From an optimization exercise on the open Yosys and OpenROAD flow, aimed at small area; shortcuts taken in it are not production practice. The RTL was checked by simulation tests, not by an equivalence proof against the original design. Power is estimated from default activity; no workload was simulated.

==> flow/design.v, too long to show whole: its modules and the start of the top module <==
// module pic_pix: 1101 lines
// module vga_ttop: 77 lines
module vga_ttop(
    input  wire        sys_clk,
    input  wire        sys_rst_n,
    input  wire        btn_next,
    output wire        hsync,
    output wire        vsync,
    output wire [15:0] rgb
);
  // ...
==> flow/flow/run.sh <==
#!/bin/bash
# Own layout flow: the standard synthesis; its combinational logic re-mapped for
# area with twelve ABC scripts, four at a time (flip-flops untouched), keeping the
# smallest netlist; then the standard ORFS layout, with port buffers of the
# smallest buffer and a clock tree without dummy loads.
set -euo pipefail
W=$PWD
R=$W/orfs/results/$FLOW_PLATFORM/vga_ttop/base
LIB=$FLOW_HOME/platforms/$FLOW_PLATFORM/lib/sky130_fd_sc_hd__tt_025C_1v80.lib

bash standard.sh "$R/1_2_yosys.v" > synth.log 2>&1
cp "$R/1_2_yosys.v" std_netlist.v
ln -sf "$LIB" lib.lib
python3 flow/mkmodels.py "$LIB" models.v > models.log 2>&1

for wave in "1 2 3 4" "5 6 7 8" "9 10 11 12"; do
  for i in $wave; do
    mkdir -p reopt$i
    cp flow/area$i.abc reopt$i/area.abc
    (cd reopt$i && yosys -s ../flow/reopt.ys > reopt.log 2>&1) &
  done
  wait
done

best=""; best_area=""
for i in 1 2 3 4 5 6 7 8 9 10 11 12; do
  a=$(grep 'Chip area' reopt$i/reopt_after.txt 2>/dev/null | head -1 | awk '{print $NF}' || true)
  echo "reopt$i: ${a:-failed}" >> reopt_summary.log
  [ -n "$a" ] && [ -s reopt$i/reopt_netlist.v ] || continue
  if [ -z "$best" ] || awk -v a="$a" -v b="$best_area" 'BEGIN{exit !(a < b)}'; then
    best=$i; best_area=$a
  fi
done
echo "chosen: reopt$best ($best_area)" >> reopt_summary.log
cp reopt$best/reopt_netlist.v "$R/1_2_yosys.v"

export BUFFER_PORTS_ARGS="-buffer_cell sky130_fd_sc_hd__buf_1"
export CTS_ARGS="-sink_clustering_enable -repair_clock_nets -dont_use_dummy_load"
bash standard.sh finish > layout.log 2>&1
==> flow/flow/area1.abc <==
strash
&get -n
&deepsyn -T 20 -I 5
&put
dch -f
amap -A 10 -F 3
topo
==> flow/flow/area10.abc <==
strash
&get -n
&deepsyn -T 15 -I 7
&put
dch -f
amap -A 10 -F 3
topo
==> flow/flow/area11.abc <==
strash
&get -n
&deepsyn -T 25 -I 4
&put
dch -f
amap -A 10 -F 3
topo
==> flow/flow/area12.abc <==
strash
&get -n
&deepsyn -T 20 -I 10
&put
dch -f
amap -A 10 -F 3
topo
==> flow/flow/area2.abc <==
strash
&get -n
&deepsyn -T 20 -I 5
&put
dch -f
amap
topo
==> flow/flow/area3.abc <==
strash
&get -n
&deepsyn -T 30 -I 8
&put
dch -f
amap -A 10 -F 3
topo
==> flow/flow/area4.abc <==
strash
&get -n
&deepsyn -T 60
&put
dch -f
amap -A 10 -F 3
topo
==> flow/flow/area5.abc <==
strash
&get -n
&deepsyn -T 10 -I 10
&put
dch -f
amap -A 10 -F 3
topo
==> flow/flow/area6.abc <==
strash
&get -n
&deepsyn -T 30 -I 8
&put
dch -f
amap
topo
==> flow/flow/area7.abc <==
strash
dch -f
amap -A 10 -F 3
topo
==> flow/flow/area8.abc <==
strash
&get -n
&deepsyn -T 60
&put
dch -f
amap
topo
==> flow/flow/area9.abc <==
strash
&get -n
&deepsyn -T 20 -I 5
&put
dch -f
amap -A 20 -F 5
topo
==> flow/flow/mkmodels.py <==
#!/usr/bin/env python3
"""Write Verilog models of the liberty's combinational cells (for re-mapping) and blackbox
stubs of its sequential cells. usage: mkmodels.py LIB OUT.v"""
import re, sys
lib = open(sys.argv[1]).read()
out = []
def conv(f):
    f = f.strip().strip('"')
    f = f.replace('!', '~').replace('+', '|').replace('*', '&')
    # implicit AND (space between operands)
    f = re.sub(r'(?<=[\w\)])\s+(?=[\w\(~])', ' & ', f)
    return f
for m in re.finditer(r'\n\s*cell\s*\(\s*"?(\w+)"?\s*\)\s*\{', lib):
    name = m.group(1)
    start = m.end(); depth = 1; i = start
    while depth:
        c = lib[i]
        if c == '{': depth += 1
        elif c == '}': depth -= 1
        i += 1
    body = lib[start:i]
    seq = re.search(r'\b(ff|latch|statetable)\s*\(', body) is not None
    pins = []
    for pm in re.finditer(r'\bpin\s*\(\s*"?(\w+)"?\s*\)\s*\{', body):
        ps = pm.end(); d = 1; j = ps
        while d:
            c = body[j]
            if c == '{': d += 1
            elif c == '}': d -= 1
            j += 1
        pb = body[ps:j]
        dm = re.search(r'direction\s*:\s*"?(\w+)"?', pb)
        fm = re.search(r'\bfunction\s*:\s*("[^"]*")', pb)
        pins.append((pm.group(1), dm.group(1) if dm else 'input', fm.group(1) if fm else None))
    seen=set(); pins=[p for p in pins if not (p[0] in seen or seen.add(p[0]))]
    if not pins: continue
    decl = ", ".join(p[0] for p in pins)
    lines = [f"module {name}({decl});"]
    for p, d, f in pins:
        lines.append(f"  {'output' if d == 'output' else 'input'} {p};")
    outs = [p for p in pins if p[1] == 'output']
    if seq or any(f is None for _, _, f in outs) or not outs:
        lines.insert(0, "(* blackbox *)")
    else:
        for p, d, f in outs:
            lines.append(f"  assign {p} = {conv(f)};")
    lines.append("endmodule")
    out.append("\n".join(lines))
open(sys.argv[2], 'w').write("\n\n".join(out) + "\n")
==> flow/flow/reopt.ys <==
# Re-map the combinational logic of the standard synthesis for area. Every
# flip-flop is a blackbox here, so its instance, name and cell stay as they are.
read_verilog -lib ../models.v
read_verilog ../std_netlist.v
hierarchy -top vga_ttop
read_verilog -overwrite ../models.v
hierarchy -top vga_ttop
tee -o reopt_before.txt stat -liberty ../lib.lib
flatten
opt -purge
techmap
opt -fast -purge
abc -script area.abc -liberty ../lib.lib -dont_use sky130_fd_sc_hd__probe_p_8 -dont_use sky130_fd_sc_hd__probec_p_8 -dont_use sky130_fd_sc_hd__lpflow_*
opt_clean -purge
hilomap -singleton -hicell sky130_fd_sc_hd__conb_1 HI -locell sky130_fd_sc_hd__conb_1 LO
splitnets
opt_clean -purge
tee -o reopt_after.txt stat -liberty ../lib.lib
write_verilog -noattr -nohex -nodec reopt_netlist.v
==> flow/standard.sh <==
#!/bin/bash
# synth_recipe.tcl (not shown) runs the flow's synth.tcl, then flattens the netlist and writes it again
# the make line also repeats each setting of config.mk as NAME=value (left out here)
make -C /OpenROAD-flow-scripts/flow DESIGN_CONFIG=/design/flow/config.mk WORK_HOME=/design/flow/orfs CLKGATE_MAP_FILE= SYNTH_SCRIPT=/design/flow/synth_recipe.tcl "${@:-finish}"
==> flow/config.mk <==
export PLATFORM = sky130hd
export DESIGN_NAME = vga_ttop
export DESIGN_NICKNAME = vga_ttop
export VERILOG_FILES = /design/flow/design.v
export SDC_FILE = /design/flow/constraint.sdc
export NUM_CORES = 4
export LEC_CHECK = 0
export ABC_AREA = 1
export CAP_MARGIN = 20
export CORE_MARGIN = 2
export CORE_UTILIZATION = 40
export SLEW_MARGIN = 20
==> flow/constraint.sdc <==
create_clock -name core_clock -period 20.0 [get_ports {sys_clk}]
set_input_delay 4.0000 -clock core_clock [delete_from_list [all_inputs] [get_ports {sys_clk}]]
set_output_delay 4.0000 -clock core_clock [all_outputs]
set_load 0.01 [all_outputs]
==> flow_summary_export.csv, run 1 <==
group,metric,value,unit
placed_design,dp.cells,550,
sta,fin_crit,10420,ps
placed_design,place.port_buffers,20,
setup_path,cp-endpoint,"rgb[13]",
power,pg_comb,0.0154,mW
power,intPower,0.07237,mW
status,status,"no timing/DRC/antenna violations",
flow_run,maxCapViolCount,0,
final_layout,num-multi-input-gates,353,
sta,fin_tns_setup,0,ps
placed_design,place_ws,10030,ps
sta,fin_skew,14.57,ps
final_layout,area_growth,8.237,%
logic_synthesis,syn_area,2719,um2
final_layout,area.sequential,650.6,um2
sta,slew_violations,0,
detailed_routing,via_per_inst,6.210,
global_route,grt_pass1_wl,15040,um
detailed_routing,dr.pass1.iters,6,
final_layout,instances_no_fill,553,
worst_hold_path,hp-class,"flip-flop to flip-flop",
final_layout,multi_input_area,1805,um2
detailed_routing,wl,9061,um
detailed_routing,route.detailed.drc,0,
worst_hold_path,whs_endpoint,"key_n1$_DFF_PN0_",
setup_path,crit_family,"compound AO/OA/AOI/OAI gates",
worst_hold_path,holdPathStages,0,
final_layout,n_antenna_cell,0,
setup_path,critPathSlowestCell,"or4_1",
setup_path,path_depth,28,
==> inputs of run 2 (changes only) <==
==> flow/design.v (replaced) <==
module pic_pix(sel_end, pix_x, pix_y, draw);
  input sel_end;
  wire sel_end;
  input [9:0] pix_x;
  wire [9:0] pix_x;
  input [9:0] pix_y;
  wire [9:0] pix_y;
  output draw;
  wire draw;
  wire _0000_;
  wire _0001_;
  wire _0002_;
  wire _0003_;
  wire _0004_;
  wire _0005_;
  wire _0006_;
  wire _0007_;
  wire _0008_;
  wire _0009_;
  wire _0010_;
  wire _0011_;
  wire _0012_;
  wire _0013_;
  wire _0014_;
  wire _0015_;
  wire _0016_;
  wire _0017_;
  wire _0018_;
  wire _0019_;
  wire _0020_;
  wire _0021_;
  wire _0022_;
  wire _0023_;
  wire _0024_;
  wire _0025_;
  wire _0026_;
  wire _0027_;
  wire _0028_;
  wire _0029_;
  wire _0030_;
  wire _0031_;
  wire _0032_;
  wire _0033_;
  wire _0034_;
  wire _0035_;
  wire _0036_;
  wire _0037_;
  wire _0038_;
  wire _0039_;
  wire _0040_;
  wire _0041_;
  wire _0042_;
  wire _0043_;
  wire _0044_;
  wire _0045_;
  wire _0046_;
  wire _0047_;
  wire _0048_;
  wire _0049_;
  wire _0050_;
  wire _0051_;
  wire _0052_;
  wire _0053_;
  wire _0054_;
  wire _0055_;
  wire _0056_;
  wire _0057_;
  wire _0058_;
  wire _0059_;
  wire _0060_;
  wire _0061_;
  wire _0062_;
  wire _0063_;
  wire _0064_;
  wire _0065_;
  wire _0066_;
  wire _0067_;
  wire _0068_;
  wire _0069_;
  wire _0070_;
  wire _0071_;
  wire _0072_;
  wire _0073_;
  wire _0074_;
  wire _0075_;
  wire _0076_;
  wire _0077_;
  wire _0078_;
  wire _0079_;
  wire _0080_;
  wire _0081_;
  wire _0082_;
  wire _0083_;
  wire _0084_;
  wire _0085_;
  wire _0086_;
  wire _0087_;
  wire _0088_;
  wire _0089_;
  wire _0090_;
  wire _0091_;
  wire _0092_;
  wire _0093_;
  wire _0094_;
  wire _0095_;
  wire _0096_;
  wire _0097_;
  wire _0098_;
  wire _0099_;
  wire _0100_;
  wire _0101_;
  wire _0102_;
  wire _0103_;
  wire _0104_;
  wire _0105_;
  wire _0106_;
  wire _0107_;
  wire _0108_;
  wire _0109_;
  wire _0110_;
  wire _0111_;
  wire _0112_;
  wire _0113_;
  wire _0114_;
  wire _0115_;
  wire _0116_;
  wire _0117_;
  wire _0118_;
  wire _0119_;
  wire _0120_;
  wire _0121_;
  wire _0122_;
  wire _0123_;
  wire _0124_;
  wire _0125_;
  wire _0126_;
  wire _0127_;
  wire _0128_;
  wire _0129_;
  wire _0130_;
  wire _0131_;
  wire _0132_;
  wire _0133_;
  wire _0134_;
  wire _0135_;
  wire _0136_;
  wire _0137_;
  wire _0138_;
  wire _0139_;
  wire _0140_;
  wire _0141_;
  wire _0142_;
  wire _0143_;
  wire _0144_;
  wire _0145_;
  wire _0146_;
  wire _0147_;
  wire _0148_;
  wire _0149_;
  wire _0150_;
  wire _0151_;
  wire _0152_;
  wire _0153_;
  wire _0154_;
  wire _0155_;
  wire _0156_;
  wire _0157_;
  wire _0158_;
  wire _0159_;
  wire _0160_;
  wire _0161_;
  wire _0162_;
  wire _0163_;
  wire _0164_;
  wire _0165_;
  wire _0166_;
  wire _0167_;
  wire _0168_;
  wire _0169_;
  wire _0170_;
  wire _0171_;
  wire _0172_;
  wire _0173_;
  wire _0174_;
  wire _0175_;
  wire _0176_;
  wire _0177_;
  wire _0178_;
  wire _0179_;
  wire _0180_;
  wire _0181_;
  wire _0182_;
  wire _0183_;
  wire _0184_;
  wire _0185_;
  wire _0186_;
  wire _0187_;
  wire _0188_;
  wire _0189_;
  wire _0190_;
  wire _0191_;
  wire _0192_;
  wire _0193_;
  wire _0194_;
  wire _0195_;
  wire _0196_;
  wire _0197_;
  wire _0198_;
  wire _0199_;
  wire _0200_;
  wire _0201_;
  wire _0202_;
  wire _0203_;
  wire _0204_;
  wire _0205_;
  wire _0206_;
  wire _0207_;
  wire _0208_;
  wire _0209_;
  wire _0210_;
  wire _0211_;
  wire _0212_;
  wire _0213_;
  wire _0214_;
  wire _0215_;
  wire _0216_;
  wire _0217_;
  wire _0218_;
  wire _0219_;
  wire _0220_;
  wire _0221_;
  wire _0222_;
  wire _0223_;
  wire _0224_;
  wire _0225_;
  wire _0226_;
  wire _0227_;
  wire _0228_;
  wire _0229_;
  wire _0230_;
  wire _0231_;
  wire _0232_;
  wire _0233_;
  wire _0234_;
  wire _0235_;
  wire _0236_;
  wire _0237_;
  wire _0238_;
  wire _0239_;
  wire _0240_;
  wire _0241_;
  wire _0242_;
  wire _0243_;
  wire _0244_;
  wire _0245_;
  wire _0246_;
  wire _0247_;
  wire _0248_;
  wire _0249_;
  wire _0250_;
  wire _0251_;
  wire _0252_;
  wire _0253_;
  wire _0254_;
  wire _0255_;
  wire _0256_;
  wire _0257_;
  wire _0258_;
  wire _0259_;
  wire _0260_;
  wire _0261_;
  wire _0262_;
  wire _0263_;
  wire _0264_;
  wire _0265_;
  wire _0266_;
  wire _0267_;
  wire _0268_;
  wire _0269_;
  wire _0270_;
  wire _0271_;
  wire _0272_;
  wire _0273_;
  wire _0274_;
  wire _0275_;
  wire _0276_;
  wire _0277_;
  wire _0278_;
  wire _0279_;
  wire _0280_;
  wire _0281_;
  wire _0282_;
  wire _0283_;
  wire _0284_;
  wire _0285_;
  wire _0286_;
  wire _0287_;
  wire _0288_;
  wire _0289_;
  wire _0290_;
  wire _0291_;
  wire _0292_;
  wire _0293_;
  wire _0294_;
  wire _0295_;
  wire _0296_;
  wire _0297_;
  wire _0298_;
  wire _0299_;
  wire _0300_;
  wire _0301_;
  wire _0302_;
  wire _0303_;
  wire _0304_;
  wire _0305_;
  wire _0306_;
  wire _0307_;
  wire _0308_;
  wire _0309_;
  wire _0310_;
  wire _0311_;
  wire _0312_;
  wire _0313_;
  wire _0314_;
  wire _0315_;
  wire _0316_;
  wire _0317_;
  wire _0318_;
  wire _0319_;
  wire _0320_;
  wire _0321_;
  wire _0322_;
  wire _0323_;
  wire _0324_;
  wire _0325_;
  wire _0326_;
  wire _0327_;
  wire _0328_;
  wire _0329_;
  wire _0330_;
  wire _0331_;
  wire _0332_;
  wire _0333_;
  wire _0334_;
  wire _0335_;
  wire _0336_;
  wire _0337_;
  wire _0338_;
  wire _0339_;
  wire _0340_;
  wire _0341_;
  wire _0342_;
  wire _0343_;
  wire _0344_;
  wire _0345_;
  wire _0346_;
  wire _0347_;
  wire _0348_;
  wire _0349_;
  wire _0350_;
  wire _0351_;
  wire _0352_;
  wire _0353_;
  wire _0354_;
  wire _0355_;
  wire _0356_;
  wire _0357_;
  wire _0358_;
  wire _0359_;
  wire _0360_;
  wire _0361_;
  wire _0362_;
  wire _0363_;
  wire _0364_;
  wire _0365_;
  wire _0366_;
  wire _0367_;
  wire _0368_;
  wire _0369_;
  wire _0370_;
  wire _0371_;
  wire _0372_;
  wire _0373_;
  wire _0374_;
  wire _0375_;
  wire _0376_;
  wire _0377_;
  wire _0378_;
  wire _0379_;
  wire _0380_;
  wire _0381_;
  wire _0382_;
  wire _0383_;
  wire _0384_;
  wire _0385_;
  wire _0386_;
  wire _0387_;
  wire _0388_;
  wire _0389_;
  wire _0390_;
  wire _0391_;
  wire _0392_;
  wire _0393_;
  wire _0394_;
  wire _0395_;
  wire _0396_;
  wire _0397_;
  wire _0398_;
  wire _0399_;
  wire _0400_;
  wire _0401_;
  wire _0402_;
  wire _0403_;
  wire _0404_;
  wire _0405_;
  wire _0406_;
  wire _0407_;
  wire _0408_;
  wire _0409_;
  wire _0410_;
  wire _0411_;
  wire _0412_;
  wire _0413_;
  wire _0414_;
  wire _0415_;
  wire _0416_;
  wire _0417_;
  wire _0418_;
  wire _0419_;
  wire _0420_;
  wire _0421_;
  wire _0422_;
  wire _0423_;
  wire _0424_;
  wire _0425_;
  wire _0426_;
  wire _0427_;
  wire _0428_;
  wire _0429_;
  wire _0430_;
  wire _0431_;
  wire _0432_;
  wire _0433_;
  wire _0434_;
  wire _0435_;
  wire _0436_;
  wire _0437_;
  wire _0438_;
  wire _0439_;
  wire _0440_;
  wire _0441_;
  wire _0442_;
  wire _0443_;
  wire _0444_;
  wire _0445_;
  wire _0446_;
  wire _0447_;
  wire _0448_;
  wire _0449_;
  wire _0450_;
  wire _0451_;
  wire _0452_;
  wire _0453_;
  wire _0454_;
  wire _0455_;
  wire _0456_;
  wire _0457_;
  wire _0458_;
  wire _0459_;
  wire _0460_;
  wire _0461_;
  wire _0462_;
  wire _0463_;
  wire _0464_;
  wire _0465_;
  wire _0466_;
  wire _0467_;
  wire _0468_;
  wire _0469_;
  wire _0470_;
  wire _0471_;
  wire _0472_;
  wire _0473_;
  wire _0474_;
  wire _0475_;
  wire _0476_;
  wire _0477_;
  wire _0478_;
  wire _0479_;
  wire _0480_;
  wire _0481_;
  wire _0482_;
  wire _0483_;
  wire _0484_;
  wire _0485_;
  wire _0486_;
  wire _0487_;
  wire _0488_;
  wire _0489_;
  wire _0490_;
  wire _0491_;
  wire _0492_;
  wire _0493_;
  wire _0494_;
  wire _0495_;
  wire _0496_;
  wire _0497_;
  wire _0498_;
  wire _0499_;
  wire _0500_;
  wire _0501_;
  wire _0502_;
  wire _0503_;
  wire _0504_;
  wire _0505_;
  wire _0506_;
  wire _0507_;
  wire _0508_;
  wire _0509_;
  wire _0510_;
  wire _0511_;
  wire _0512_;
  wire _0513_;
  wire _0514_;
  wire _0515_;
  wire _0516_;
  wire _0517_;
  wire _0518_;
  wire _0519_;
  wire _0520_;
  wire _0521_;
  wire _0522_;
  wire _0523_;
  wire _0524_;
  wire [5:0] a_lo;
  wire [5:0] ady;
  wire [5:0] dx;
  wire [6:0] dy;
  wire [9:0] x;
  wire [8:0] y;
  assign _0120_ = 4'h1 >> { pix_x[1], pix_x[2] };
  assign _0131_ = 4'h2 >> { _0120_, pix_x[3] };
  assign _0142_ = 4'h1 >> { pix_x[0], pix_x[1] };
  assign _0153_ = 4'h8 >> { pix_x[0], pix_x[1] };
  assign _0164_ = 4'h1 >> { _0153_, _0142_ };
  assign _0175_ = 4'h8 >> { _0164_, _0131_ };
  assign _0186_ = 4'h8 >> { pix_x[1], pix_x[2] };
  assign _0197_ = 4'h4 >> { _0186_, pix_x[4] };
  assign _0208_ = 4'h2 >> { pix_x[0], pix_x[2] };
  assign _0219_ = 4'h4 >> { pix_x[0], pix_x[2] };
  assign _0230_ = 4'h4 >> { _0219_, pix_x[1] };
  assign _0241_ = 4'h1 >> { _0230_, _0208_ };
  assign _0252_ = 4'h1 >> { _0241_, pix_x[4] };
  assign _0263_ = 4'h1 >> { _0252_, _0197_ };
  assign _0274_ = 4'h1 >> { _0263_, _0175_ };
  assign _0285_ = 4'h1 >> { pix_x[2], pix_x[3] };
  assign _0296_ = 4'h2 >> { _0285_, pix_x[4] };
  assign _0307_ = 4'h1 >> { _0186_, pix_x[3] };
  assign _0318_ = 4'h4 >> { _0307_, _0241_ };
  assign _0329_ = 4'h8 >> { pix_x[2], pix_x[3] };
  assign _0340_ = 4'h2 >> { _0219_, pix_x[1] };
  assign _0351_ = 4'h1 >> { _0340_, _0329_ };
  assign _0362_ = 4'h1 >> { _0351_, _0208_ };
  assign _0373_ = 4'h1 >> { _0362_, _0318_ };
  assign _0384_ = 4'h2 >> { _0373_, pix_x[4] };
  assign _0395_ = 4'h1 >> { _0384_, _0296_ };
  assign _0406_ = 4'h8 >> { _0186_, pix_x[3] };
  assign _0417_ = 4'h1 >> { pix_x[1], pix_x[3] };
  assign _0428_ = 4'h4 >> { _0417_, _0219_ };
  assign _0439_ = 4'h1 >> { _0428_, _0241_ };
  assign _0450_ = 4'h1 >> { _0439_, _0406_ };
  assign _0461_ = 4'h4 >> { _0450_, _0395_ };
  assign _0472_ = 4'h1 >> { _0461_, _0274_ };
  assign _0480_ = 4'h2 >> { _0472_, pix_x[5] };
  assign _0481_ = 4'h4 >> { _0263_, pix_x[5] };
  assign _0482_ = 4'h4 >> { _0481_, _0384_ };
  assign _0483_ = 4'h1 >> { _0482_, _0480_ };
  assign _0484_ = 4'h1 >> { _0483_, sel_end };
  assign _0485_ = 4'h1 >> { _0340_, _0230_ };
  assign _0486_ = 4'h1 >> { _0485_, pix_x[3] };
  assign _0487_ = 4'h2 >> { _0164_, _0131_ };
  assign _0488_ = 4'h1 >> { _0487_, pix_x[5] };
  assign _0489_ = 4'h4 >> { _0488_, _0486_ };
  assign _0490_ = 4'h8 >> { pix_x[1], pix_x[3] };
  assign _0491_ = 4'h4 >> { _0490_, _0208_ };
  assign _0492_ = 4'h4 >> { _0164_, pix_x[3] };
  assign _0493_ = 4'h1 >> { _0492_, _0491_ };
  assign _0494_ = 4'h2 >> { _0493_, pix_x[5] };
  assign _0495_ = 4'h2 >> { _0494_, sel_end };
  assign _0496_ = 4'h4 >> { _0495_, _0489_ };
  assign _0497_ = 4'h1 >> { _0496_, _0484_ };
  assign _0498_ = 4'h8 >> { _0497_, pix_y[2] };
  assign _0499_ = 4'h1 >> { _0497_, pix_y[2] };
  assign _0500_ = 4'h1 >> { _0499_, _0498_ };
  assign _0501_ = 4'h8 >> { _0241_, pix_x[3] };
  assign _0502_ = 4'h8 >> { _0186_, pix_x[0] };
  assign _0503_ = 4'h1 >> { pix_x[0], pix_x[2] };
  assign _0504_ = 4'h1 >> { _0503_, pix_x[3] };
  assign _0505_ = 4'h4 >> { _0504_, _0502_ };
  assign _0506_ = 4'h1 >> { _0505_, _0501_ };
  assign _0507_ = 4'h4 >> { _0208_, pix_x[1] };
  assign _0508_ = 4'h1 >> { _0507_, _0506_ };
  assign _0509_ = 4'h2 >> { _0508_, pix_x[4] };
  assign _0510_ = 4'h4 >> { _0508_, pix_x[4] };
  assign _0511_ = 4'h1 >> { _0510_, _0509_ };
  assign _0512_ = 4'h2 >> { _0511_, pix_x[5] };
  assign _0513_ = 4'h4 >> { pix_x[1], pix_x[3] };
  assign _0514_ = 4'h1 >> { _0513_, pix_x[4] };
  assign _0515_ = 4'h4 >> { _0514_, _0175_ };
  assign _0516_ = 4'h1 >> { _0502_, _0120_ };
  assign _0517_ = 4'h1 >> { _0516_, pix_x[3] };
  assign _0518_ = 4'h2 >> { _0517_, pix_x[4] };
  assign _0519_ = 4'h4 >> { _0501_, _0164_ };
  assign _0520_ = 4'h1 >> { _0417_, _0406_ };
  assign _0521_ = 4'h4 >> { _0520_, _0519_ };
  assign _0522_ = 4'h8 >> { _0521_, _0518_ };
  assign _0523_ = 4'h1 >> { _0522_, _0515_ };
  assign _0524_ = 4'h4 >> { _0523_, _0512_ };
  assign _0000_ = 4'h2 >> { _0523_, _0512_ };
  assign _0001_ = 4'h1 >> { _0000_, sel_end };
  assign _0002_ = 4'h4 >> { _0001_, _0524_ };
  assign _0003_ = 4'h8 >> { _0516_, pix_x[3] };
  assign _0004_ = 4'h1 >> { _0003_, _0285_ };
  assign _0005_ = 4'h4 >> { _0004_, pix_x[5] };
  assign _0006_ = 4'h8 >> pix_x[4:3];
  assign _0007_ = 4'h4 >> { _0006_, _0186_ };
  assign _0008_ = 4'h2 >> { _0007_, pix_x[0] };
  assign _0009_ = 4'h4 >> { _0007_, pix_x[0] };
  assign _0010_ = 4'h1 >> { _0009_, _0008_ };
  assign _0011_ = 4'h1 >> { _0010_, _0005_ };
  assign _0012_ = 4'h8 >> { _0010_, _0005_ };
  assign _0013_ = 4'h2 >> { _0012_, sel_end };
  assign _0014_ = 4'h4 >> { _0013_, _0011_ };
  assign _0015_ = 4'h1 >> { _0014_, _0002_ };
  assign _0016_ = 4'h1 >> { _0015_, pix_y[1] };
  assign _0017_ = 4'h8 >> { _0015_, pix_y[1] };
  assign _0018_ = 4'h1 >> { _0017_, _0016_ };
  assign _0019_ = 4'h4 >> { _0511_, sel_end };
  assign _0020_ = 4'h2 >> { _0142_, pix_x[2] };
  assign _0021_ = 4'h1 >> { _0020_, _0120_ };
  assign _0022_ = 4'h1 >> { _0021_, pix_x[3] };
  assign _0023_ = 4'h2 >> { _0340_, _0131_ };
  assign _0024_ = 4'h2 >> { _0023_, pix_x[5] };
  assign _0025_ = 4'h4 >> { _0024_, _0022_ };
  assign _0026_ = 4'h2 >> { _0490_, _0208_ };
  assign _0027_ = 4'h1 >> { _0026_, _0491_ };
  assign _0028_ = 4'h4 >> { _0027_, _0428_ };
  assign _0029_ = 4'h1 >> { _0028_, pix_x[5] };
  assign _0030_ = 4'h2 >> { _0029_, sel_end };
  assign _0031_ = 4'h4 >> { _0030_, _0025_ };
  assign _0032_ = 4'h1 >> { _0031_, _0019_ };
  assign _0033_ = 4'h4 >> { _0032_, pix_y[0] };
  assign _0034_ = 4'h8 >> { _0033_, _0018_ };
  assign _0035_ = 4'h1 >> { _0034_, _0016_ };
  assign _0036_ = 4'h2 >> { _0035_, _0500_ };
  assign _0037_ = 4'h2 >> { _0032_, pix_y[0] };
  assign _0038_ = 4'h4 >> { _0037_, _0018_ };
  assign _0039_ = 4'h1 >> { _0038_, _0034_ };
  assign _0040_ = 4'h2 >> { _0039_, sel_end };
  assign _0041_ = 4'h4 >> { _0035_, _0500_ };
  assign _0042_ = 4'h1 >> { _0041_, _0040_ };
  assign _0043_ = 4'h4 >> { _0042_, _0036_ };
  assign _0044_ = 4'h4 >> { _0039_, sel_end };
  assign _0045_ = 4'h1 >> { _0044_, _0043_ };
  assign _0046_ = 4'h8 >> { pix_x[0], pix_x[2] };
  assign _0047_ = 4'h1 >> { _0046_, _0027_ };
  assign _0048_ = 4'h1 >> { _0047_, _0417_ };
  assign _0049_ = 4'h2 >> { _0048_, pix_x[4] };
  assign _0050_ = 4'h8 >> { _0219_, pix_x[3] };
  assign _0051_ = 4'h1 >> { _0050_, _0491_ };
  assign _0052_ = 4'h4 >> { _0051_, _0022_ };
  assign _0053_ = 4'h2 >> { _0052_, _0514_ };
  assign _0054_ = 4'h2 >> { _0053_, pix_x[5] };
  assign _0055_ = 4'h4 >> { _0054_, _0049_ };
  assign _0056_ = 4'h8 >> { _0028_, _0252_ };
  assign _0057_ = 4'h1 >> { _0028_, _0252_ };
  assign _0058_ = 4'h1 >> { _0057_, pix_x[5] };
  assign _0059_ = 4'h4 >> { _0058_, _0056_ };
  assign _0060_ = 4'h1 >> { _0059_, _0055_ };
  assign _0061_ = 4'h1 >> { _0060_, sel_end };
  assign _0062_ = 4'h2 >> { _0004_, pix_x[4] };
  assign _0063_ = 4'h1 >> { _0062_, _0021_ };
  assign _0064_ = 4'h2 >> { _0063_, pix_x[5] };
  assign _0065_ = 4'h2 >> { _0020_, pix_x[3] };
  assign _0066_ = 4'h1 >> { _0153_, pix_x[2] };
  assign _0067_ = 4'h1 >> { _0066_, pix_x[5] };
  assign _0068_ = 4'h4 >> { _0067_, _0065_ };
  assign _0069_ = 4'h2 >> { _0068_, sel_end };
  assign _0070_ = 4'h4 >> { _0069_, _0064_ };
  assign _0071_ = 4'h1 >> { _0070_, _0061_ };
  assign _0072_ = 4'h8 >> { _0071_, pix_y[3] };
  assign _0073_ = 4'h1 >> { _0071_, pix_y[3] };
  assign _0074_ = 4'h1 >> { _0073_, _0072_ };
  assign _0075_ = 4'h1 >> { _0036_, _0499_ };
  assign _0076_ = 4'h1 >> { _0075_, _0074_ };
  assign _0077_ = 4'h8 >> { _0075_, _0074_ };
  assign _0078_ = 4'h1 >> { _0077_, _0076_ };
  assign _0079_ = 4'h8 >> { _0078_, _0045_ };
  assign _0080_ = 4'h4 >> { _0329_, _0142_ };
  assign _0081_ = 4'h1 >> { _0080_, pix_x[4] };
  assign _0082_ = 4'h2 >> { _0081_, _0131_ };
  assign _0083_ = 4'h4 >> { _0285_, pix_x[4] };
  assign _0084_ = 4'h4 >> { _0083_, _0153_ };
  assign _0085_ = 4'h2 >> { _0084_, sel_end };
  assign _0086_ = 4'h4 >> { _0085_, _0082_ };
  assign _0087_ = 4'h1 >> { _0197_, pix_x[5] };
  assign _0088_ = 4'h4 >> { _0087_, _0062_ };
  assign _0089_ = 4'h2 >> { _0065_, pix_x[5] };
  assign _0090_ = 4'h8 >> { _0089_, _0518_ };
  assign _0091_ = 4'h1 >> { _0329_, pix_x[4] };
  assign _0092_ = 4'h8 >> { _0091_, pix_x[5] };
  assign _0093_ = 4'h4 >> { _0046_, pix_x[1] };
  assign _0094_ = 4'h2 >> { _0093_, _0092_ };
  assign _0095_ = 4'h1 >> { _0094_, sel_end };
  assign _0096_ = 4'h4 >> { _0095_, _0090_ };
  assign _0097_ = 4'h4 >> { _0096_, _0088_ };
  assign _0098_ = 4'h1 >> { _0097_, _0086_ };
  assign _0099_ = 4'h1 >> { _0098_, pix_y[4] };
  assign _0100_ = 4'h1 >> { _0092_, sel_end };
  assign _0101_ = 4'h4 >> { _0285_, pix_x[1] };
  assign _0102_ = 4'h2 >> { _0101_, pix_x[4] };
  assign _0103_ = 4'h8 >> { _0102_, pix_x[5] };
  assign _0104_ = 4'h4 >> { _0103_, _0307_ };
  assign _0105_ = 4'h4 >> { _0104_, _0492_ };
  assign _0106_ = 4'h8 >> { _0329_, _0153_ };
  assign _0107_ = 4'h2 >> { _0106_, _0296_ };
  assign _0108_ = 4'h1 >> { _0107_, pix_x[5] };
  assign _0109_ = 4'h1 >> { _0108_, _0105_ };
  assign _0110_ = 4'h4 >> { _0109_, _0100_ };
  assign _0111_ = 4'h4 >> { _0081_, pix_x[5] };
  assign _0112_ = 4'h8 >> { _0131_, pix_x[5] };
  assign _0113_ = 4'h1 >> { _0112_, _0111_ };
  assign _0114_ = 4'h1 >> { _0113_, _0100_ };
  assign _0115_ = 4'h1 >> { _0114_, _0109_ };
  assign _0116_ = 4'h1 >> { _0115_, _0110_ };
  assign _0117_ = 4'h2 >> { _0116_, pix_y[5] };
  assign _0118_ = 4'h4 >> { _0116_, pix_y[5] };
  assign _0119_ = 4'h1 >> { _0118_, _0117_ };
  assign _0121_ = 4'h1 >> { _0119_, _0099_ };
  assign _0122_ = 4'h8 >> { _0006_, pix_x[2] };
  assign _0123_ = 4'h8 >> { _0122_, _0153_ };
  assign _0124_ = 4'h2 >> { _0123_, _0100_ };
  assign _0125_ = 4'h2 >> { _0081_, pix_x[5] };
  assign _0126_ = 4'h1 >> { _0125_, _0111_ };
  assign _0127_ = 4'h4 >> { _0126_, _0124_ };
  assign _0128_ = 4'h2 >> { _0127_, pix_y[6] };
  assign _0129_ = 4'h1 >> { pix_y[4], pix_y[5] };
  assign _0130_ = 4'h4 >> { _0129_, _0098_ };
  assign _0132_ = 4'h8 >> { _0130_, _0128_ };
  assign _0133_ = 4'h4 >> { _0127_, pix_y[6] };
  assign _0134_ = 4'h1 >> { _0133_, _0128_ };
  assign _0135_ = 4'h4 >> { _0134_, _0130_ };
  assign _0136_ = 4'h1 >> { _0135_, _0132_ };
  assign _0137_ = 4'h4 >> { _0136_, _0121_ };
  assign _0138_ = 4'h4 >> { _0137_, _0079_ };
  assign _0139_ = 4'h8 >> { _0098_, pix_y[4] };
  assign _0140_ = 4'h1 >> { _0139_, _0099_ };
  assign _0141_ = 4'h1 >> { _0077_, _0072_ };
  assign _0143_ = 4'h1 >> { _0141_, _0140_ };
  assign _0144_ = 4'h2 >> { _0139_, _0119_ };
  assign _0145_ = 4'h8 >> { _0144_, _0141_ };
  assign _0146_ = 4'h1 >> { _0145_, _0143_ };
  assign _0147_ = 4'h8 >> { _0146_, _0138_ };
  assign _0148_ = 4'h1 >> { pix_x[4], pix_x[5] };
  assign _0149_ = 4'h8 >> { _0148_, _0307_ };
  assign _0150_ = 4'h2 >> { _0149_, pix_x[6] };
  assign _0151_ = 4'h4 >> { _0149_, pix_x[6] };
  assign _0152_ = 4'h1 >> pix_x[9:8];
  assign _0154_ = 4'h8 >> { _0152_, pix_x[7] };
  assign _0155_ = 4'h4 >> { _0154_, _0151_ };
  assign _0156_ = 4'h4 >> { _0155_, _0150_ };
  assign _0157_ = 4'h8 >> { _0156_, _0147_ };
  assign _0158_ = 4'h2 >> pix_x[9:8];
  assign _0159_ = 4'h8 >> { _0122_, pix_x[1] };
  assign _0160_ = 4'h1 >> { _0159_, pix_x[5] };
  assign _0161_ = 4'h2 >> { _0160_, pix_x[6] };
  assign _0162_ = 4'h1 >> { _0161_, pix_x[7] };
  assign _0163_ = 4'h1 >> { pix_y[1], pix_y[2] };
  assign _0165_ = 4'h2 >> { _0163_, pix_y[3] };
  assign _0166_ = 4'h2 >> { _0165_, _0129_ };
  assign _0167_ = 4'h2 >> { _0166_, pix_y[8] };
  assign _0168_ = 4'h8 >> { pix_y[0], pix_y[1] };
  assign _0169_ = 4'h1 >> { _0168_, pix_y[2] };
  assign _0170_ = 4'h2 >> { _0169_, pix_y[3] };
  assign _0171_ = 4'h1 >> { pix_y[3], pix_y[4] };
  assign _0172_ = 4'h4 >> { _0171_, pix_y[2] };
  assign _0173_ = 4'h2 >> { _0172_, pix_y[5] };
  assign _0174_ = 4'h4 >> { _0173_, pix_y[4] };
  assign _0176_ = 4'h4 >> { _0174_, _0170_ };
  assign _0177_ = 4'h1 >> { _0176_, _0167_ };
  assign _0178_ = 4'h8 >> { pix_x[6], pix_x[7] };
  assign _0179_ = 4'h1 >> { _0131_, pix_x[4] };
  assign _0180_ = 4'h8 >> { pix_x[7], pix_x[5] };
  assign _0181_ = 4'h4 >> { _0180_, _0179_ };
  assign _0182_ = 4'h1 >> { _0181_, _0178_ };
  assign _0183_ = 4'h4 >> { _0182_, _0177_ };
  assign _0184_ = 4'h8 >> { pix_y[4], pix_y[5] };
  assign _0185_ = 4'h2 >> { _0184_, pix_y[6] };
  assign _0187_ = 4'h4 >> { _0184_, pix_y[6] };
  assign _0188_ = 4'h1 >> { _0187_, _0185_ };
  assign _0189_ = 4'h8 >> { _0188_, pix_y[1] };
  assign _0190_ = 4'h1 >> { pix_y[0], pix_y[1] };
  assign _0191_ = 4'h1 >> { _0190_, _0188_ };
  assign _0192_ = 4'h4 >> { _0191_, _0168_ };
  assign _0193_ = 4'h1 >> { _0192_, _0189_ };
  assign _0194_ = 4'h1 >> { _0191_, pix_y[2] };
  assign _0195_ = 4'h8 >> { _0191_, pix_y[2] };
  assign _0196_ = 4'h1 >> { _0195_, _0194_ };
  assign _0198_ = 4'h1 >> { _0196_, _0193_ };
  assign _0199_ = 4'h8 >> { _0188_, pix_y[3] };
  assign _0200_ = 4'h4 >> { _0190_, pix_y[2] };
  assign _0201_ = 4'h2 >> { _0200_, pix_y[3] };
  assign _0202_ = 4'h4 >> { _0200_, pix_y[3] };
  assign _0203_ = 4'h1 >> { _0202_, _0188_ };
  assign _0204_ = 4'h4 >> { _0203_, _0201_ };
  assign _0205_ = 4'h1 >> { _0204_, _0199_ };
  assign _0206_ = 4'h8 >> { _0205_, _0198_ };
  assign _0207_ = 4'h8 >> { pix_y[2], pix_y[3] };
  assign _0209_ = 4'h8 >> { _0207_, _0168_ };
  assign _0210_ = 4'h2 >> { _0209_, _0129_ };
  assign _0211_ = 4'h4 >> { _0210_, _0206_ };
  assign _0212_ = 4'h2 >> { _0211_, pix_y[6] };
  assign _0213_ = 4'h8 >> pix_x[6:5];
  assign _0214_ = 4'h4 >> { _0213_, _0081_ };
  assign _0215_ = 4'h1 >> { _0214_, pix_x[7] };
  assign _0216_ = 4'h4 >> { _0215_, _0173_ };
  assign _0217_ = 4'h8 >> { _0216_, _0212_ };
  assign _0218_ = 4'h1 >> { _0217_, _0183_ };
  assign _0220_ = 4'h1 >> { _0218_, _0162_ };
  assign _0221_ = 4'h8 >> { _0184_, _0181_ };
  assign _0222_ = 4'h8 >> { _0174_, _0170_ };
  assign _0223_ = 4'h4 >> { _0184_, pix_y[3] };
  assign _0224_ = 4'h8 >> { _0223_, _0169_ };
  assign _0225_ = 4'h1 >> { _0224_, _0222_ };
  assign _0226_ = 4'h8 >> { _0225_, _0212_ };
  assign _0227_ = 4'h1 >> { _0226_, _0215_ };
  assign _0228_ = 4'h1 >> { _0227_, _0221_ };
  assign _0229_ = 4'h8 >> { _0181_, _0166_ };
  assign _0231_ = 4'h2 >> { _0229_, pix_y[8] };
  assign _0232_ = 4'h8 >> { _0180_, _0006_ };
  assign _0233_ = 4'h1 >> { _0232_, _0178_ };
  assign _0234_ = 4'h4 >> { _0233_, _0231_ };
  assign _0235_ = 4'h4 >> { _0234_, _0228_ };
  assign _0236_ = 4'h1 >> { _0235_, _0220_ };
  assign _0237_ = 4'h2 >> { _0236_, _0158_ };
  assign _0238_ = 4'h2 >> { _0066_, pix_x[3] };
  assign _0239_ = 4'h1 >> { _0238_, pix_x[4] };
  assign _0240_ = 4'h2 >> { _0239_, pix_x[5] };
  assign _0242_ = 4'h1 >> pix_x[8:7];
  assign _0243_ = 4'h2 >> { pix_x[6], pix_x[9] };
  assign _0244_ = 4'h8 >> { _0243_, _0242_ };
  assign _0245_ = 4'h4 >> { _0244_, _0240_ };
  assign _0246_ = 4'h8 >> { _0029_, _0285_ };
  assign _0247_ = 4'h8 >> { _0158_, pix_x[7] };
  assign _0248_ = 4'h2 >> { _0148_, pix_x[6] };
  assign _0249_ = 4'h8 >> { _0248_, _0247_ };
  assign _0250_ = 4'h4 >> { _0249_, _0246_ };
  assign _0251_ = 4'h1 >> { _0250_, _0245_ };
  assign _0253_ = 4'h1 >> { _0212_, pix_y[8] };
  assign _0254_ = 4'h1 >> { _0149_, _0105_ };
  assign _0255_ = 4'h4 >> { _0254_, _0253_ };
  assign _0256_ = 4'h1 >> { _0255_, _0251_ };
  assign _0257_ = 4'h2 >> { _0201_, _0129_ };
  assign _0258_ = 4'h2 >> { _0257_, pix_y[8] };
  assign _0259_ = 4'h1 >> { _0104_, pix_x[6] };
  assign _0260_ = 4'h8 >> { _0213_, _0006_ };
  assign _0261_ = 4'h4 >> { _0260_, _0120_ };
  assign _0262_ = 4'h1 >> { _0261_, _0259_ };
  assign _0264_ = 4'h1 >> { _0262_, _0258_ };
  assign _0265_ = 4'h4 >> { _0149_, _0020_ };
  assign _0266_ = 4'h2 >> { _0265_, pix_x[6] };
  assign _0267_ = 4'h4 >> pix_x[8:7];
  assign _0268_ = 4'h4 >> { _0267_, _0266_ };
  assign _0269_ = 4'h4 >> { _0178_, pix_x[8] };
  assign _0270_ = 4'h8 >> { _0269_, _0240_ };
  assign _0271_ = 4'h1 >> { _0270_, _0268_ };
  assign _0272_ = 4'h1 >> { _0271_, pix_x[9] };
  assign _0273_ = 4'h4 >> { _0272_, _0264_ };
  assign _0275_ = 4'h4 >> { _0179_, pix_x[6] };
  assign _0276_ = 4'h8 >> { _0275_, _0051_ };
  assign _0277_ = 4'h4 >> { _0083_, _0028_ };
  assign _0278_ = 4'h2 >> { _0102_, pix_x[6] };
  assign _0279_ = 4'h4 >> { _0278_, _0277_ };
  assign _0280_ = 4'h1 >> { _0279_, _0276_ };
  assign _0281_ = 4'h2 >> { _0280_, pix_x[7] };
  assign _0282_ = 4'h1 >> { _0281_, _0260_ };
  assign _0283_ = 4'h2 >> { _0180_, _0152_ };
  assign _0284_ = 4'h4 >> { _0283_, _0282_ };
  assign _0286_ = 4'h1 >> { _0284_, _0273_ };
  assign _0287_ = 4'h4 >> { _0286_, _0256_ };
  assign _0288_ = 4'h4 >> { _0287_, _0237_ };
  assign _0289_ = 4'h4 >> { _0288_, _0157_ };
  assign _0290_ = 4'h4 >> { pix_y[7], pix_y[8] };
  assign _0291_ = 4'h8 >> { _0290_, pix_y[6] };
  assign _0292_ = 4'h8 >> { pix_y[3], pix_y[4] };
  assign _0293_ = 4'h1 >> { _0292_, pix_y[5] };
  assign _0294_ = 4'h2 >> { pix_y[7], pix_y[8] };
  assign _0295_ = 4'h4 >> { _0294_, pix_y[6] };
  assign _0297_ = 4'h8 >> { _0295_, _0293_ };
  assign _0298_ = 4'h1 >> { _0297_, _0291_ };
  assign _0299_ = 4'h8 >> { _0290_, pix_y[1] };
  assign _0300_ = 4'h8 >> { _0207_, _0184_ };
  assign _0301_ = 4'h8 >> { _0300_, _0299_ };
  assign _0302_ = 4'h2 >> { _0301_, _0298_ };
  assign _0303_ = 4'h1 >> { _0302_, sel_end };
  assign _0304_ = 4'h4 >> { _0303_, _0289_ };
  assign _0305_ = 4'h1 >> pix_x[4:3];
  assign _0306_ = 4'h1 >> { _0305_, pix_x[6] };
  assign _0308_ = 4'h1 >> { _0006_, pix_x[5] };
  assign _0309_ = 4'h1 >> { _0308_, _0306_ };
  assign _0310_ = 4'h1 >> pix_x[6:5];
  assign _0311_ = 4'h4 >> { _0158_, pix_x[7] };
  assign _0312_ = 4'h4 >> { _0311_, _0310_ };
  assign _0313_ = 4'h4 >> { _0312_, _0309_ };
  assign _0314_ = 4'h8 >> { _0313_, _0147_ };
  assign _0315_ = 4'h1 >> { _0406_, _0307_ };
  assign _0316_ = 4'h2 >> { _0203_, pix_y[4] };
  assign _0317_ = 4'h4 >> { _0203_, pix_y[4] };
  assign _0319_ = 4'h1 >> { _0317_, _0316_ };
  assign _0320_ = 4'h4 >> { _0196_, _0193_ };
  assign _0321_ = 4'h1 >> { _0320_, _0319_ };
  assign _0322_ = 4'h4 >> { _0321_, _0205_ };
  assign _0323_ = 4'h2 >> { _0196_, _0193_ };
  assign _0324_ = 4'h1 >> { _0323_, _0320_ };
  assign _0325_ = 4'h8 >> { _0205_, _0196_ };
  assign _0326_ = 4'h2 >> { _0205_, _0198_ };
  assign _0327_ = 4'h1 >> { _0326_, _0325_ };
  assign _0328_ = 4'h2 >> { _0327_, _0324_ };
  assign _0330_ = 4'h4 >> { _0319_, _0190_ };
  assign _0331_ = 4'h4 >> { _0330_, _0328_ };
  assign _0332_ = 4'h1 >> { _0331_, _0322_ };
  assign _0333_ = 4'h1 >> { _0332_, pix_x[1] };
  assign _0334_ = 4'h4 >> { _0319_, _0206_ };
  assign _0335_ = 4'h2 >> { pix_y[0], pix_y[1] };
  assign _0336_ = 4'h8 >> { _0335_, _0205_ };
  assign _0337_ = 4'h4 >> { _0196_, _0190_ };
  assign _0338_ = 4'h2 >> { _0193_, pix_y[0] };
  assign _0339_ = 4'h1 >> { _0338_, _0190_ };
  assign _0341_ = 4'h1 >> { _0339_, _0196_ };
  assign _0342_ = 4'h1 >> { _0341_, _0337_ };
  assign _0343_ = 4'h1 >> { _0342_, _0336_ };
  assign _0344_ = 4'h2 >> { _0343_, _0334_ };
  assign _0345_ = 4'h1 >> { _0335_, _0323_ };
  assign _0346_ = 4'h1 >> { _0319_, _0205_ };
  assign _0347_ = 4'h4 >> { _0346_, _0345_ };
  assign _0348_ = 4'h1 >> { _0347_, _0344_ };
  assign _0349_ = 4'h1 >> { _0348_, pix_x[0] };
  assign _0350_ = 4'h4 >> { _0349_, _0333_ };
  assign _0352_ = 4'h1 >> { _0186_, _0120_ };
  assign _0353_ = 4'h4 >> { _0327_, _0321_ };
  assign _0354_ = 4'h1 >> { _0353_, _0352_ };
  assign _0355_ = 4'h8 >> { _0332_, pix_x[1] };
  assign _0356_ = 4'h1 >> { _0355_, _0354_ };
  assign _0357_ = 4'h4 >> { _0356_, _0350_ };
  assign _0358_ = 4'h1 >> { _0319_, pix_y[5] };
  assign _0359_ = 4'h8 >> { _0353_, _0352_ };
  assign _0360_ = 4'h1 >> { _0359_, _0358_ };
  assign _0361_ = 4'h4 >> { _0360_, _0357_ };
  assign _0363_ = 4'h2 >> { _0361_, _0315_ };
  assign _0364_ = 4'h1 >> { _0325_, _0320_ };
  assign _0365_ = 4'h2 >> { _0364_, _0319_ };
  assign _0366_ = 4'h4 >> { _0319_, _0205_ };
  assign _0367_ = 4'h8 >> { _0366_, _0323_ };
  assign _0368_ = 4'h1 >> { _0367_, _0358_ };
  assign _0369_ = 4'h4 >> { _0368_, _0365_ };
  assign _0370_ = 4'h4 >> { _0369_, _0363_ };
  assign _0371_ = 4'h4 >> { _0366_, _0323_ };
  assign _0372_ = 4'h1 >> { _0371_, _0358_ };
  assign _0374_ = 4'h1 >> { _0406_, pix_x[4] };
  assign _0375_ = 4'h1 >> { _0374_, _0159_ };
  assign _0376_ = 4'h8 >> { _0375_, _0372_ };
  assign _0377_ = 4'h4 >> { _0361_, _0315_ };
  assign _0378_ = 4'h1 >> { _0377_, _0376_ };
  assign _0379_ = 4'h4 >> { _0378_, _0370_ };
  assign _0380_ = 4'h8 >> { _0374_, pix_x[5] };
  assign _0381_ = 4'h1 >> { _0374_, pix_x[5] };
  assign _0382_ = 4'h1 >> { _0381_, _0380_ };
  assign _0383_ = 4'h1 >> { _0375_, _0372_ };
  assign _0385_ = 4'h2 >> { _0383_, _0382_ };
  assign _0386_ = 4'h4 >> { _0385_, _0379_ };
  assign _0387_ = 4'h2 >> { _0205_, pix_y[0] };
  assign _0388_ = 4'h4 >> { _0387_, pix_y[5] };
  assign _0389_ = 4'h2 >> { _0388_, _0372_ };
  assign _0390_ = 4'h1 >> { _0337_, _0200_ };
  assign _0391_ = 4'h2 >> { _0390_, _0205_ };
  assign _0392_ = 4'h2 >> { _0391_, _0358_ };
  assign _0393_ = 4'h1 >> { _0392_, _0389_ };
  assign _0394_ = 4'h2 >> { _0393_, _0315_ };
  assign _0396_ = 4'h4 >> { _0358_, _0324_ };
  assign _0397_ = 4'h1 >> { _0387_, _0336_ };
  assign _0398_ = 4'h8 >> { _0397_, _0334_ };
  assign _0399_ = 4'h1 >> { _0398_, _0396_ };
  assign _0400_ = 4'h2 >> { _0399_, pix_x[0] };
  assign _0401_ = 4'h8 >> { _0358_, _0342_ };
  assign _0402_ = 4'h2 >> { _0324_, _0205_ };
  assign _0403_ = 4'h1 >> { _0339_, _0205_ };
  assign _0404_ = 4'h1 >> { _0403_, _0402_ };
  assign _0405_ = 4'h2 >> { _0404_, _0401_ };
  assign _0407_ = 4'h4 >> { _0404_, _0401_ };
  assign _0408_ = 4'h1 >> { _0407_, _0405_ };
  assign _0409_ = 4'h1 >> { _0408_, _0400_ };
  assign _0410_ = 4'h1 >> { _0409_, pix_x[1] };
  assign _0411_ = 4'h4 >> { _0358_, _0339_ };
  assign _0412_ = 4'h4 >> { _0390_, _0205_ };
  assign _0413_ = 4'h8 >> { _0323_, _0205_ };
  assign _0414_ = 4'h2 >> { _0413_, _0319_ };
  assign _0415_ = 4'h4 >> { _0414_, _0412_ };
  assign _0416_ = 4'h1 >> { _0415_, _0411_ };
  assign _0418_ = 4'h2 >> { _0416_, _0352_ };
  assign _0419_ = 4'h8 >> { _0408_, _0400_ };
  assign _0420_ = 4'h1 >> { _0419_, _0418_ };
  assign _0421_ = 4'h4 >> { _0420_, _0410_ };
  assign _0422_ = 4'h4 >> { _0393_, _0315_ };
  assign _0423_ = 4'h4 >> { _0416_, _0352_ };
  assign _0424_ = 4'h1 >> { _0423_, _0422_ };
  assign _0425_ = 4'h4 >> { _0424_, _0421_ };
  assign _0426_ = 4'h1 >> { _0425_, _0394_ };
  assign _0427_ = 4'h1 >> { _0426_, _0375_ };
  assign _0429_ = 4'h2 >> { _0337_, _0205_ };
  assign _0430_ = 4'h2 >> { _0429_, _0358_ };
  assign _0431_ = 4'h1 >> { _0430_, _0389_ };
  assign _0432_ = 4'h4 >> { _0431_, _0427_ };
  assign _0433_ = 4'h4 >> { _0389_, _0375_ };
  assign _0434_ = 4'h8 >> { _0426_, _0375_ };
  assign _0435_ = 4'h1 >> { _0434_, _0433_ };
  assign _0436_ = 4'h4 >> { _0435_, _0432_ };
  assign _0437_ = 4'h8 >> { _0310_, _0247_ };
  assign _0438_ = 4'h4 >> { _0437_, _0296_ };
  assign _0440_ = 4'h4 >> { _0213_, _0083_ };
  assign _0441_ = 4'h8 >> { _0440_, _0311_ };
  assign _0442_ = 4'h1 >> { _0441_, _0438_ };
  assign _0443_ = 4'h1 >> { _0389_, _0382_ };
  assign _0444_ = 4'h1 >> { _0443_, _0442_ };
  assign _0445_ = 4'h4 >> { _0444_, _0436_ };
  assign _0446_ = 4'h4 >> { _0445_, _0386_ };
  assign _0447_ = 4'h8 >> { _0210_, pix_y[8] };
  assign _0448_ = 4'h4 >> { _0429_, _0185_ };
  assign _0449_ = 4'h2 >> { _0163_, pix_y[4] };
  assign _0451_ = 4'h2 >> { _0449_, _0293_ };
  assign _0452_ = 4'h4 >> { _0207_, pix_y[4] };
  assign _0453_ = 4'h2 >> { _0452_, _0291_ };
  assign _0454_ = 4'h4 >> { _0453_, _0451_ };
  assign _0455_ = 4'h4 >> { _0454_, _0448_ };
  assign _0456_ = 4'h1 >> { _0455_, _0447_ };
  assign _0457_ = 4'h4 >> { _0152_, _0104_ };
  assign _0458_ = 4'h1 >> { _0457_, _0456_ };
  assign _0459_ = 4'h4 >> { _0213_, _0091_ };
  assign _0460_ = 4'h8 >> { _0459_, _0154_ };
  assign _0462_ = 4'h4 >> { _0310_, _0122_ };
  assign _0463_ = 4'h8 >> { _0462_, _0311_ };
  assign _0464_ = 4'h1 >> { _0463_, _0460_ };
  assign _0465_ = 4'h1 >> { _0464_, _0458_ };
  assign _0466_ = 4'h2 >> { _0442_, _0380_ };
  assign _0467_ = 4'h4 >> { _0148_, _0106_ };
  assign _0468_ = 4'h1 >> { _0467_, _0103_ };
  assign _0469_ = 4'h8 >> { _0468_, _0313_ };
  assign _0470_ = 4'h1 >> { _0469_, _0466_ };
  assign _0471_ = 4'h4 >> { _0470_, _0465_ };
  assign _0473_ = 4'h4 >> { _0471_, _0446_ };
  assign _0474_ = 4'h4 >> { _0473_, _0314_ };
  assign _0475_ = 4'h4 >> { _0129_, pix_y[3] };
  assign _0476_ = 4'h4 >> { _0475_, _0295_ };
  assign _0477_ = 4'h2 >> { _0476_, sel_end };
  assign _0478_ = 4'h4 >> { _0477_, _0298_ };
  assign _0479_ = 4'h4 >> { _0478_, _0474_ };
  assign draw = 4'he >> { _0479_, _0304_ };
  assign a_lo[5] = 1'h0;
  assign ady[0] = pix_y[0];
  assign dy[3:0] = pix_y[3:0];
  assign dx[0] = pix_x[0];
  assign y = pix_y[8:0];
  assign x = pix_x;
endmodule
`timescale 1ns/1ps
module vga_ttop(
    input  wire        sys_clk,
    input  wire        sys_rst_n,
    input  wire        btn_next,
    output wire        hsync,
    output wire        vsync,
    output wire [15:0] rgb
);
    reg key_n0, key_n1, key_n2;
    always @(posedge sys_clk or negedge sys_rst_n) begin
        if (!sys_rst_n) begin
            key_n0 <= 1'b0;
            key_n1 <= 1'b0;
            key_n2 <= 1'b0;
        end else begin
            key_n0 <= ~btn_next;
            key_n1 <= key_n0;
            key_n2 <= key_n1;
        end
    end
    wire key_edge = key_n1 & ~key_n2;    
    reg sel_must, sel_end;
    always @(posedge sys_clk or negedge sys_rst_n) begin
        if (!sys_rst_n) begin
            sel_must <= 1'b0;
            sel_end  <= 1'b0;
        end else if (key_edge) begin
            sel_must <= ~sel_must & ~sel_end;
            sel_end  <= sel_must;
        end
    end
    wire sel_bar = ~sel_must & ~sel_end;
    localparam [10:0] HC_RST = 11'd1761;
    reg  [10:0] hc_q;
    wire [10:0] hc = hc_q ^ HC_RST;
    wire [10:0] hc_inc = hc + 11'd1;
    wire hwrap = hc[10] & ~hc[9] & hc[8] & (&hc[4:0]);    
    wire [10:0] hc_next = {hc_inc[10], hc_inc[9] | hwrap, hc_inc[8] & ~hwrap,
                           hc_inc[7] | hwrap, hc_inc[6] | hwrap, hc_inc[5:0]};
    always @(posedge sys_clk or negedge sys_rst_n) begin
        if (!sys_rst_n)
            hc_q <= 11'd0;
        else
            hc_q <= hc_next ^ HC_RST;
    end
    localparam [9:0] VC_RST = 10'd490;
    reg  [9:0] vc_q;
    wire [9:0] vc = vc_q ^ VC_RST;
    wire [9:0] vc_inc = vc + {9'd0, hwrap};
    wire vclr = hwrap & vc[9] & vc[3] & vc[2];            
    wire [9:0] vc_next = vc_inc & ~({10{vclr}} & 10'b10_0000_1101);
    always @(posedge sys_clk or negedge sys_rst_n) begin
        if (!sys_rst_n)
            vc_q <= 10'd0;
        else
            vc_q <= vc_next ^ VC_RST;
    end
    wire [9:0] x = hc[10:1];
    wire [9:0] y = vc;
    assign hsync = x[9] & x[8] & ~(x[7] & x[6] & (x[5] | x[4]));    
    assign vsync = (y[9:1] == 9'd245);                               
    wire active = (~x[9] | (~x[8] & ~x[7])) & ~y[9] & ~(y[8] & y[7] & y[6] & y[5]);
    wire [3:0] b = x[9:6];
    wire g0  = b[2] | (b[3] & ~b[0]);                                         
    wire g4  = b[2] | b[3];                                                   
    wire g5  = (~b[2] & b[1]) | (~b[1] & ~b[0] & (b[2] | b[3]));              
    wire g10 = b[3] | (~b[2] & (b[1] | b[0])) | (b[2] & ~b[1] & ~b[0]);       
    wire lo3 = ~b[3] & ~b[2] & ~(b[1] & b[0]);                                
    wire g11 = lo3 | (b[2] & b[1]) | (b[3] & ~b[0]);                          
    wire g12 = lo3 | (b[2] & b[1] & b[0]) | (b[3] & ~b[0]);                   
    wire g15 = ~b[2] | (b[1] & b[0]);                                         
    wire [15:0] bar = {g15, g11, g12, g12, g11, g10, g5, g5, g5, g5, g5, g4, g0, g0, g0, g0};
    wire pix;
    pic_pix u_pix (.sel_end(sel_end), .pix_x(x), .pix_y(y), .draw(pix));
    wire white = ~sel_bar & pix;
    assign rgb = active ? ((sel_bar ? bar : 16'h0000) | {16{white}}) : 16'h0000;
endmodule
==> flow/flow/run.sh (replaced) <==
#!/bin/bash
# Own layout flow: the standard synthesis; its combinational logic re-mapped for
# area with a few ABC scripts in parallel (flip-flops untouched), keeping the
# smallest netlist; then the standard ORFS layout, with port buffers of the
# smallest buffer and a clock tree without dummy loads.
set -euo pipefail
W=$PWD
R=$W/orfs/results/$FLOW_PLATFORM/vga_ttop/base
LIB=$FLOW_HOME/platforms/$FLOW_PLATFORM/lib/sky130_fd_sc_hd__tt_025C_1v80.lib

bash standard.sh "$R/1_2_yosys.v" > synth.log 2>&1
cp "$R/1_2_yosys.v" std_netlist.v
ln -sf "$LIB" lib.lib
python3 flow/mkmodels.py "$LIB" models.v > models.log 2>&1

for i in 1 2 3 4; do
  mkdir -p reopt$i
  cp flow/area$i.abc reopt$i/area.abc
  (cd reopt$i && yosys -s ../flow/reopt.ys > reopt.log 2>&1) &
done
wait

best=""; best_area=""
for i in 1 2 3 4; do
  a=$(grep 'Chip area' reopt$i/reopt_after.txt 2>/dev/null | head -1 | awk '{print $NF}' || true)
  echo "reopt$i: ${a:-failed}" >> reopt_summary.log
  [ -n "$a" ] && [ -s reopt$i/reopt_netlist.v ] || continue
  if [ -z "$best" ] || awk -v a="$a" -v b="$best_area" 'BEGIN{exit !(a < b)}'; then
    best=$i; best_area=$a
  fi
done
echo "chosen: reopt$best ($best_area)" >> reopt_summary.log
cp reopt$best/reopt_netlist.v "$R/1_2_yosys.v"

export BUFFER_PORTS_ARGS="-buffer_cell sky130_fd_sc_hd__buf_1"
export CTS_ARGS="-sink_clustering_enable -repair_clock_nets -dont_use_dummy_load"
bash standard.sh finish > layout.log 2>&1
==> flow/flow/area1.abc (replaced) <==
strash
&get -n
&deepsyn -T 20 -I 5
&put
dch -f
amap
topo
==> flow/flow/area2.abc (replaced) <==
strash
&get -n
&deepsyn -T 30 -I 8
&put
dch -f
amap
topo
==> flow/flow/area3.abc (replaced) <==
strash
&get -n
&deepsyn -T 60
&put
dch -f
amap
topo
==> flow/flow/area4.abc (replaced) <==
strash
dch -f
amap
topo
removed: flow/flow/area10.abc
removed: flow/flow/area11.abc
removed: flow/flow/area12.abc
removed: flow/flow/area5.abc
removed: flow/flow/area6.abc
removed: flow/flow/area7.abc
removed: flow/flow/area8.abc
removed: flow/flow/area9.abc
==> run 2 against run 1 <==
Effect of this change:
- still clean on timing, DRC and antenna
- setup slack lost 37 ps
- synthesized cell count grew 3.6%
- total power grew 0.67%
- routed wire length shrank 0.78%
- sequential power shrank 0.7%
- worst hold slack gained 1.3 ps
- register-to-register slack gained 450 ps
- non-clock buffer count is the same
- design area grew 1.9%
- clock power shrank 1%
- sequential cell count is the same
==> flow_summary_export.csv, run 2 <==
group,metric,value,unit
cts,cts_root_buffer,"clkbuf_8",
floorplan,rows,30,
global_route,grt_antenna_before_repair,0,
logic_synthesis,yosys_warnings,1,
setup_path,critPathMaxStageDelay,560,ps
floorplan,dieArea,7620,um2
sta,timing.hold.ws,365.8,ps
placed_design,hpwl,6996,um
cts,clock_path_buffers,2,
setup_path,critPathRequiredTime,16000,ps
worst_hold_path,hp-class,"flip-flop to flip-flop",
sta,finalCritPeriodShare,52.30,%
cts,postCtsHoldBufs,0,
floorplan,fp.dieH,87.30,um
detailed_routing,wl,8990,um
final_layout,fill_cells,742,
sta,slew_violations,0,
final_layout,largest_register_ffs,11,
detailed_routing,via_per_inst,6.172,
setup_path,critPathSlowestCell,"o22ai_1",
final_layout,mostFrequentLayoutCells,"130 x nor2_1, 61 x clkinv_1, 50 x a21oi_1, 42 x nand2_1, 38 x o21ai_0",
setup_path,start_kind,"flip-flop",
cts,clock-sinks,26,
detailed_routing,vias,3512,
floorplan,start_util,41.07,%
placed_design,place.port_buffers,20,
floorplan,die_w,87.30,um
logic_synthesis,syn_nets,468,
final_layout,final_nets,494,
global_route,grt_pass1_wl,14700,um
logic_synthesis,syn_inst,465,
global_route,grt_max_degree,27,
detailed_routing,ant_nets,0,
sta,fin_skew,16.29,ps
sta,relSlewSlack,53.78,%
flow_run,maxCapViolCount,0,
power,intPower,0.07359,mW
cts,clkSlewWorstSetupHoldPaths,100,ps
power,clock_power_share,29.2,%
sta,fmax,0.09561,GHz
setup_path,cp-end-kind,"primary output",
final_layout,regMostFlops,"hc_q",
setup_path,critPathBufInv,4,
power,pwr_density_cell,33.96,nW/um2
power,p_seq_share,54.2,%
power,pwr-share-comb,16.7,%
power,leakage,1.159,nW
floorplan,num_io_pins,21,
final_layout,final_common_cell,"nor2_1",
sta,grt_setup_unrepaired,"no",
cts,cts_tree,"done",
cts,clock_latency,280,ps
sta,setup_violations,0,
cts,cts_made_buffers,3,
global_route,grt_usage,23.96,%
sta,worstMarginPinSlew,693.3,ps
cts,cts-resized-gates,0,
placed_design,place_congestion,1.079,
final_layout,drive_gt1_share,0.8180,%
status,status,"no timing/DRC/antenna violations",
logic_synthesis,synth.avg_cell_area,5.968,um2
detailed_routing,wl_per_cell,15.80,um
power,vdd_drop_max,0.00003753,V
floorplan,core,6756,um2
final_layout,n_antenna_cell,0,
power,switching_share,27.74,%
detailed_routing,dr.pass1.iters,5,
setup_path,crit_fanout,11,
setup_path,critPathKind,"flip-flop to primary output",
setup_path,crit_family,"compound AO/OA/AOI/OAI gates",
sta,fin_crit,10460,ps
power,power.switching,0.02825,mW
cts,htree_levels,1,
cts,postCtsSetupRepairBufs,0,
sta,fin_tns_setup,0,ps
global_route,overflow,0,
detailed_routing,drt-initial-drc-count,329,
global_route,first_global_vias,3176,
setup_path,arrival,6460,ps
final_layout,top_regs,"hc_q x11, vc_q x10",
final_layout,area_growth,8.070,%
sta,hold_violations,0,
logic_synthesis,syn_area,2775,um2
detailed_routing,route.detailed.drc,0,
==> run 2: power groups by stage <==
stage                     Sequential (mW)  Combinational [mW]  Clock (mW)
final                              0.0552              0.0170      0.0297
after global routing               0.0553              0.0197      0.0328
after CTS                          0.0551              0.0169      0.0320
after detailed placement           0.0561              0.0168           0
after global placement             0.0561              0.0166           0
after floorplan                    0.0556              0.0128           0
==> run 2: final timing paths <==
path | startpoint | endpoint | slack [ps] | depth (start not counted)
worst max-delay path | vc_q[4]$_DFF_PN0_ | rgb[8] | 9540 | 27
worst min-delay path | key_n0$_DFF_PN0_ | key_n1$_DFF_PN0_ | 370 | 0
worst max register to register | hc_q[2]$_DFF_PN0_ | vc_q[8]$_DFF_PN0_ | 17020 | 11
worst min register to register | key_n0$_DFF_PN0_ | key_n1$_DFF_PN0_ | 370 | 0
max in group asynchronous | sys_rst_n | vc_q[4]$_DFF_PN0_ | 16030 | 2
min in group asynchronous | sys_rst_n | key_n0$_DFF_PN0_ | 3700 | 2
==> run 2: area by class of cell <==
type	instances	area, um2	share of cell area [%]
multi-input cells	378	1896	63.20
inverters	61	229.0	7.635
clock buffers	3	41.29	1.377
well taps	80	100.1	3.338
flip-flops and latches	26	650.6	21.69
repair buffers	21	82.58	2.753
==> run 2: metrics by stage <==
stage          cells  setup WS [ps]  area, um2  util [%]  power, mW
3_5_place_dp     566           9987       2958     43.78    0.07293
3_3_place_gp     566          10060       2958     43.78    0.07266
2_1_floorplan    465          10830       2775         -    0.06832
4_1_cts          569           9633       2999     44.39     0.1040
6_report         569           9541       2999     44.39     0.1018
5_1_grt          569           8927       2999     44.39     0.1078
==> run 2: routing by layer <==
| layer | vias to the layer above | global-route usage, % | part of all wire [%] |
|---|---|---|---|
| met4 | 0 | 11.47 | 3.8 |
| met2 | 193 | 37.88 | 45 |
| li1 | 1707 | - | - |
| met1 | 1573 | 31.98 | 43 |
| met5 | - | 0 | 0 |
| met3 | 39 | 3.412 | 8.4 |

==> port drivers added, routing unchanged <==
No port has a modelled driver above. Below, the same layouts with a new extraction and two added sets of constraints. Step 1 (the two cells are an assumption about what drives the block):
set clk [get_ports {sys_clk}]
set_driving_cell -lib_cell sky130_fd_sc_hd__clkbuf_16 $clk
set_driving_cell -lib_cell sky130_fd_sc_hd__buf_2 [delete_from_list [all_inputs] $clk]
Step 2, shift: input delay + t, output delay - t, t = (earliest + latest rising clock arrival at the registers) / 2. This alone moves slack from input paths to output paths. a / b / c = ideal ports / drivers / drivers and shift; a / b = the first two.
| run | t, ns | setup slack, ns | worst setup path at the end |
|---|---|---|---|
| run 1 | 0.302 | 9.578 / 9.548 / 9.850 | register to output |
| run 2 | 0.295 | 9.541 / 9.515 / 9.810 | register to output |
After both steps setup and hold are still met in every run listed.
